From an optimization exercise on the open Yosys and OpenROAD flow, aimed at small area, a short achievable clock period and few clock cycles; shortcuts taken in it are not production practice.

## trial 55
## geofence
module geofence (clk, reset, X, Y, R, valid, is_inside);
    input clk;
    input reset;
    input [9:0] X;
    input [9:0] Y;
    input [10:0] R;
    output valid;
    output is_inside;
    localparam SORT = 5'd24;
    reg [4:0] cyc;
    reg valid_r;
    reg fb;                  
    reg nonconv;
    reg [1:0] sj;            
    reg [2:0] si;            
    reg [1:0] sph;           
    assign valid = valid_r;
    wire sort_done = (cyc == SORT) && (sph == 2'd2) && (sj == 2'd3) && (si == 3'd4);
    wire bad;                
    always @(posedge clk or posedge reset) begin
        if (reset) begin
            cyc <= 5'd0;
            valid_r <= 1'b0;
            fb <= 1'b0;
            sj <= 2'd0;
            si <= 3'd0;
            sph <= 2'd0;
        end else begin
            valid_r <= (cyc == 5'd22) && (fb || !bad);
            if (cyc == 5'd22)
                cyc <= (fb || !bad) ? 5'd23 : SORT;
            else if (cyc == 5'd23)
                cyc <= 5'd0;
            else if (cyc == SORT)
                cyc <= sort_done ? 5'd7 : SORT;
            else
                cyc <= cyc + 5'd1;
            if (cyc == 5'd22 && !fb && bad)
                fb <= 1'b1;
            else if (cyc == 5'd23)
                fb <= 1'b0;
            if (cyc == SORT) begin
                sph <= (sph == 2'd2) ? 2'd0 : sph + 2'd1;
                if (sph == 2'd2) begin
                    sj <= sj + 2'd1;
                    if (sj == 2'd3) si <= si + 3'd1;
                end
            end else begin
                sph <= 2'd0; sj <= 2'd0; si <= 3'd0;
            end
        end
    end
    wire load = (cyc <= 5'd5);
    reg [9:0]  rx [0:5];
    reg [9:0]  ry [0:5];
    reg [10:0] rr [0:5];
    reg [2:0]  rk [0:5];
    reg [5:0]  gtr;               
    reg [5:0]  ltr;               
  ...
Size in the first run: roughly 6100 cells after synthesis, ~690 flip-flops, ~35 I/O pins.
Settings: LEC_CHECK=0, CAP_MARGIN=50, CORE_MARGIN=2, CORE_UTILIZATION=35, GPL_ROUTABILITY_DRIVEN=1, PLACE_DENSITY=0.5, SLEW_MARGIN=75; clock period 24.0 ns.
run.sh (not shown) runs the stock make flow with config.mk's settings and CLKGATE_MAP_FILE= SYNTH_SCRIPT=/design/flow/synth_recipe.tcl, a recipe that flattens the netlist after the stock synthesis.
The flow did not stop early for trial 55: all stages ran, and the layout cleared the timing, design-rule and antenna checks.
For build 23, these inputs were changed with respect to trial 55:
# trial 55
export LEC_CHECK = 0
export CAP_MARGIN = 50
export CORE_MARGIN = 2
export CORE_UTILIZATION = 35
export GPL_ROUTABILITY_DRIVEN = 1
export PLACE_DENSITY = 0.5
export SLEW_MARGIN = 75
create_clock -name core_clock -period 24.0 [get_ports {clk}]
# build 23
export LEC_CHECK = 0
export CAP_MARGIN = 20
export CORE_MARGIN = 2
export CORE_UTILIZATION = 60
export GPL_ROUTABILITY_DRIVEN = 1
export GPL_TIMING_DRIVEN = 1
export PLACE_DENSITY = 0.75
export SLEW_MARGIN = 20
create_clock -name core_clock -period 24.0 [get_ports {clk}]
==> run notes <==
Number of buffer and inverter stages on the critical path down 1 in build 23 wrt trial 55
Final standard cell utilization of the core ends up lower on trial 55.
No functional check of the RTL was part of any run of this note.

Another version of the RTL of geofence (not shown whole).
For scale: ~6,100 cells after synthesis, ~780 flip-flops, ~35 I/O pins.
Settings: LEC_CHECK=0, CAP_MARGIN=20, CORE_MARGIN=2, CORE_UTILIZATION=35, GPL_ROUTABILITY_DRIVEN=1, PLACE_DENSITY=0.5, SLEW_MARGIN=20; clock period 24.0 ns.
standard.sh (not shown) runs the stock make flow with config.mk's settings and CLKGATE_MAP_FILE= SYNTH_SCRIPT=/design/flow/synth_recipe.tcl, a recipe that flattens the netlist after the stock synthesis.
==> flow/flow/run.sh <==
#!/bin/bash
set -euo pipefail
export SETUP_SLACK_MARGIN=18.5
bash standard.sh > standard_flow.log 2>&1
Edit:
==> flow/flow/run.sh (replaced) <==
#!/bin/bash
set -euo pipefail
export SETUP_SLACK_MARGIN=18
bash standard.sh > standard_flow.log 2>&1
The changed run ran to the end with no violations.
Cell count went down by 0.84%.
Cell area went down by 2.6%.
Wire length came out lower by 2.2%.
Non-clock buffer count fell by 66.
Count of clock-buffer cells in the layout fell by 7.
Fmax barely changes.
Area after synthesis is unchanged.
No run of this note included a check of the RTL's function; only the layout flow was run.

-- what the ideal ports hide --
The flow's constraints put no driver on any port. The routed layouts listed below were extracted and timed again, unchanged, in two steps. Step 1 (the two cells are an assumption about what drives the block):
set clk [get_ports {clk}]
set_driving_cell -lib_cell sky130_fd_sc_hd__clkbuf_16 $clk
set_driving_cell -lib_cell sky130_fd_sc_hd__buf_2 [delete_from_list [all_inputs] $clk]
Step 2 adds t to the input delays and takes it off the output delays; t is the mean of the earliest and latest rising clock arrival at the registers after step 1. Input paths then give back, and output paths get back, about the clock's delay inside the block. a / b / c = no drivers / after step 1 / after step 2; a / b = the first two.
run	shift t [ns]	slack for setup (ns)	worst hold slack (ns)	worst data-port slew with drivers (ns)	cell pins on the clock port's net
trial 55	0.790	15.901 / 15.901 / 15.901	0.313 / 0.313 / 0.313	0.06	1
build 23	0.707	15.192 / 15.192 / 15.192	0.306 / 0.306 / 0.306	0.07	1
the first run of note 2	0.786	17.954 / 17.872 / 17.734	0.319 / 0.319 / 0.319	0.12	1
the second run of note 2	0.778	17.965 / 17.885 / 17.306	0.317 / 0.317 / 0.317	0.12	1
After both steps every run listed still meets setup and hold. For the second run of note 2, which loses most, drivers alone change the setup slack by -0.080 ns; drivers and shift together by -0.659 ns.
